This design comes from an exercise in tuning for small area, a short achievable clock period and few clock cycles per item on the open sky130 flow, not from production work.
No run shown here included a check of the RTL's function; only the layout flow was run.
Power figures rest on the tool's default switching activity, not on a simulated workload.

## flow/design.v (module list and top-level ports; edited modules follow where they fit)
// module multiplier: 912 lines
module multiplier(
  output [63:0] prod,
  output busy,
  input [31:0] mc,
  input [31:0] mp,
  input clk,
  input rst,
  input start);
  // ...
==> flow/run.sh <==
#!/bin/bash
# synth_recipe.tcl (not shown) runs the flow's synth.tcl, then flattens the netlist and writes it again
# the make line also repeats each setting of config.mk as NAME=value (left out here)
make -C /OpenROAD-flow-scripts/flow DESIGN_CONFIG=/design/flow/config.mk WORK_HOME=/design/flow/orfs CLKGATE_MAP_FILE= SYNTH_SCRIPT=/design/flow/synth_recipe.tcl finish
==> flow/config.mk <==
export PLATFORM = sky130hd
export DESIGN_NAME = multiplier
export DESIGN_NICKNAME = multiplier
export VERILOG_FILES = /design/flow/design.v
export SDC_FILE = /design/flow/constraint.sdc
export NUM_CORES = 4
export LEC_CHECK = 0
export CAP_MARGIN = 20
export CORE_MARGIN = 2
export CORE_UTILIZATION = 40
export SETUP_SLACK_MARGIN = 0.4
export SLEW_MARGIN = 20
==> flow/constraint.sdc <==
create_clock -name core_clock -period 4.0 [get_ports {clk}]
set_input_delay 0.8000 -clock core_clock [delete_from_list [all_inputs] [get_ports {clk}]]
set_output_delay 0.8000 -clock core_clock [all_outputs]
set_load 0.01 [all_outputs]
==> impl_metrics.tcl, run 1 <==
set metrics [dict create \
    clkbuf_count 18 \
    power.density_nw_per_um2 938 \
    top_layer "met5" \
    path_delay_family "compound AO/OA/AOI/OAI gates" \
    coreArea_um2 32600 \
    ys_seq_area_frac 0.301 \
    placed_cell_area_um2 16200 \
    sh_seq_area 0.227 \
    synth_mux_area_frac 0.0558 \
    cts_tree "done" \
    yosysUniqueCellTypes 66 \
    synth.most_common_cell "inv_1" \
    violations "setup timing" \
    area_growth_pct 32.7 \
    grt_util_met3 0.0395 \
    power_frac_comb 0.712 \
    power_frac_seq 0.188 \
    timing.final.crit_share 1.03 \
    cts-resized-gates 246 \
    cp_slowest_stage_delay_ns 0.42 \
    drc 0 \
    setup_ws_ns -0.121 \
    grt_pass1_wl_um 55700 \
    die_h_um 186 \
    max_freq_ghz 0.243 \
    synthCells 1228 \
    io_pins 132 \
    std_cell_rows 66 \
    comb_cell_power_uw 11700 \
    sw_frac_of_total 0.434 \
    hold_class "reg2reg" \
    grt_use_total 0.212 \
    nets 1768 \
    htree_num_levels 4 \
    synth_edf_count 97 \
    place_inst 1877 \
    buf_share 0.160 \
    status "complete, but fails checks" \
    min_path_cells 1 \
    cts_buffers 17 \
    powerClk_uw 1650 \
    setup_viol 7 \
    final-clk-cell-share 0.0336 \
    skew_ns 0.0220 \
    synth_area_leaders "edfxtp_1 22%, fa_1 20%, dfxtp_1 8.2%" \
]
==> run 2: changes to the inputs <==
==> flow/flow/run.sh (new file) <==
#!/bin/bash
# Layout flow: the standard flow (standard synthesis and ORFS steps), except
# that the port buffers inserted before global placement are buf_2 cells
# instead of the delay-cell buffers ORFS picks by default. Every input and
# output port still gets its own buffer.
set -euo pipefail
export BUFFER_PORTS_ARGS="-buffer_cell sky130_fd_sc_hd__buf_2"
bash standard.sh finish > standard_flow.log 2>&1
==> flow/standard.sh (new file) <==
#!/bin/bash
# synth_recipe.tcl (not shown) runs the flow's synth.tcl, then flattens the netlist and writes it again
# the make line also repeats each setting of config.mk as NAME=value (left out here)
make -C /OpenROAD-flow-scripts/flow DESIGN_CONFIG=/design/flow/config.mk WORK_HOME=/design/flow/orfs CLKGATE_MAP_FILE= SYNTH_SCRIPT=/design/flow/synth_recipe.tcl "${@:-finish}"
removed: flow/run.sh
==> run 2 against run 1 <==
  * Worst setup slack gained 0.0050 ns
  * The layout still fails its checks (setup timing)
  * Largest cell class unchanged
  * Via count shrank 5.6%
  * Clock-buffer cell count shrank 1
  * Sequential share of layout area grew 2.3 points
  * Sequential power grew 2%
  * Worst hold slack gained 0.00087 ns
  * Highest routed layer is now met4
  * Die area is the same
==> impl_metrics.tcl, run 2 <==
set metrics [dict create \
    gp_congestion 0.820 \
    drc 0 \
    whs_ns 0.406 \
    via_per_inst 5.12 \
    max_freq_ghz 0.243 \
    die_area_um2 34600 \
    synth_top_cell_area_share 0.220 \
    synthAdderAreaFrac 0.273 \
    synth_top_family_by_area "adder cells" \
    rsz0062_at_grt "yes" \
    final_common_cell "inv_1" \
    stdcell_area_um2 16000 \
    synth-seq-cells 151 \
    synth_compound_area_frac 0.120 \
    synthArstFlopShare 0 \
    synth_area_per_cell_um2 10.8 \
    cts_root_buf "clkbuf_16" \
    synth_edf_count 97 \
    min_path_cells 1 \
    synthesis.nets 1504 \
    reg2reg_depth 8 \
    hpwl_um 24900 \
    ys_seq_area_frac 0.301 \
    nets 1665 \
    setup_viol 8 \
    drt-total-wl_um 33000 \
    leakage_uw 0.00686 \
    final_cell_mix "174 x inv_1, 130 x fa_1, 128 x buf_2, 123 x a22oi_1, 120 x xnor2_1" \
    ys.flop_type "edfxtp_1" \
    port_buffers 131 \
    grt_use_total 0.200 \
    tns_ns -0.481 \
    maxCapViolations 0 \
    drive_gt1_frac 0.240 \
    dp_slack_ns 0.111 \
    antenna_found_initial 0 \
    synth_commonest_cells "174 x inv_1, 133 x fa_1, 124 x a22oi_1" \
    cp_slowest_stage_delay_ns 0.46 \
    place_inst 1786 \
    status "complete, but fails checks" \
    violations "setup timing" \
    io_pins 132 \
    grt_pass1_wl_um 52800 \
    worstPathMaxFanout 4 \
    hold_viol 0 \
    reg2reg_from "d_one[0]" \
    cts_buffers 17 \
    synth_area_leaders "edfxtp_1 22%, fa_1 20%, dfxtp_1 8.2%" \
    top_regs "C (32), M (32), S (31)" \
    power.density_nw_per_um2 939 \
    cp-end-kind "output port" \
    drtPass1Iterations 7 \
    cts.sinks 151 \
    antenna_cells 0 \
    timing.final.crit_share 1.03 \
    drtIter0Drc 675 \
    synthCells 1228 \
    grt_max_degree 94 \
    arrival_ns 3.32 \
    synth_top_area_cell "edfxtp_1" \
    dieWidth_um 186 \
    reg2reg_slack_ns 0.90 \
    slowest_stage "a221o_2" \
    synth_mux_area_frac 0.0558 \
    clk_latency_ns 0.44 \
    hold_end "cnt[0]" \
    yosysUniqueCellTypes 66 \
    synth-xor-area-share 0.110 \
    area_growth_pct 20.4 \
    vdd_drop_max_mv 0.431 \
    r2r-end "C[9]" \
    synthSimpleGateAreaFrac 0.0738 \
    period_needed_ns 4.12 \
    criticalPathCategory "reg2out" \
    postRouteAntennaNets 0 \
    wl_per_cell_um 17.9 \
    initial_core_util 0.406 \
    cts_hold_buf 0 \
    clkTransAtPathRegs_ns 0.08 \
    hold_class "reg2reg" \
    cp-start-kind "flop" \
    grt_pass1_vias 9714 \
    coreArea_um2 32600 \
    setup_ws_ns -0.116 \
    cp.required_ns 3.20 \
    clk_path_buf_depth 2 \
    num_vias 9434 \
    slew_viol_final 0 \
    std_cell_rows 66 \
    fin_cells 1844 \
    ys_warn_count 1 \
    path_cells "ha_4, a21oi_4, a21bo_1, a221o_2, o211ai_1, a41o_2, mux2_4, a211oi_2, buf_2" \
    skew_ns 0.0189 \
    grt-ovfl-total 0 \
    tightestPinTransition_ns 0.619 \
    cts_tree "done" \
    max-slew-margin-rel 0.587 \
    die_h_um 186 \
    synth.most_common_cell "inv_1" \
    hold_start "cnt[0]" \
    placed_cell_area_um2 14900 \
    htree_num_levels 4 \
    synthesis.area_um2 13300 \
]
run 2: power breakdown:
group	switching [uW]	internal (uW)	total, uW
Sequential	368	2780	3150
Clock	835	852	1690
Combinational	5540	4620	10200
Total	6740	8250	15000
run 2: worst max-delay path, delay by kind of cell, from the launching register on:
| kind | cells | cell delay, ns |
|---|---|---|
| flip-flops | 1 | 0.44 |
| AO/OA/AOI/OAI | 6 | 1.67 |
| adder cells (fa/ha/maj) | 1 | 0.29 |
| multiplexers | 1 | 0.31 |
| buffers and inverters | 1 | 0.16 |
run 2: cells by family after synthesis:
kind of cell    after synthesis
fa+ha+maj                   209
mux                          67
compound gates              220
flops                       151
xor+xnor                    166
buf+inv                     233
simple gates                182
run 2: per-stage QoR:
step	total power, uW	util
3_5_place_dp	12700	0.457
5_1_grt	16600	0.489
3_3_place_gp	12600	0.457
4_1_cts	14900	0.483
6_report	15000	0.489
2_1_floorplan	9470	-
run 2: layout make-up:
type | instances | area, um^2
inverter | 178 | 668
timing repair buffer | 197 | 1350
fill | 3015 | 16700
clock inverter | 15 | 193
clock buffer | 17 | 425
tap | 442 | 553
sequential | 151 | 3990
multi-input combinational | 844 | 8780
run 2: what timing repair did:
item,in CTS,in global routing
endpoints found under the setup margin,29,30
gates resized for setup,27,22
setup buffers,11,15
pin swaps,17,20
run 2: worst max path at each step:
| stage | start | to | cells after the start |
|---|---|---|---|
| after floorplan | start | Lc[6] | 10 |
| after global placement | start | C[6] | 9 |
| after detailed placement | start | C[5] | 9 |
| after CTS | S[0] | prod[58] | 9 |
| after global routing | C[2] | prod[58] | 9 |
| final | C[2] | prod[58] | 9 |
run 2: layer usage:
| layer | routed length [um] | global-route usage | part of all wire |
|---|---|---|---|
| met1 | 14900 | 0.271 | 0.45 |
| met3 | 1650 | 0.0364 | 0.050 |
| met5 | 0 | 0 | 0 |
| met4 | 363 | 0.0454 | 0.011 |
| met2 | 16100 | 0.333 | 0.49 |

==> what the ideal ports hide <==
In the flow no input, the clock included, has a driving cell. The finished layouts below were timed again as built, in two steps. Step 1: set_driving_cell puts a clkbuf_16 on clk and a buf_2 on each other input, an assumption about the parent block. Step 2 moves the port delays by t, midway between the first and last clock arrival at a register: inputs arrive t later, outputs are due t later. That takes back most of the time a late clock gives input paths. a / b / c = ideal / step 1 / step 2; a / b = the first two.
run	t (ns)	slack for setup (ns)	worst setup path at the end
run 1	0.489	-0.121 / -0.171 / 0.035	input to register
run 2	0.484	-0.116 / -0.163 / 0.083	input to register
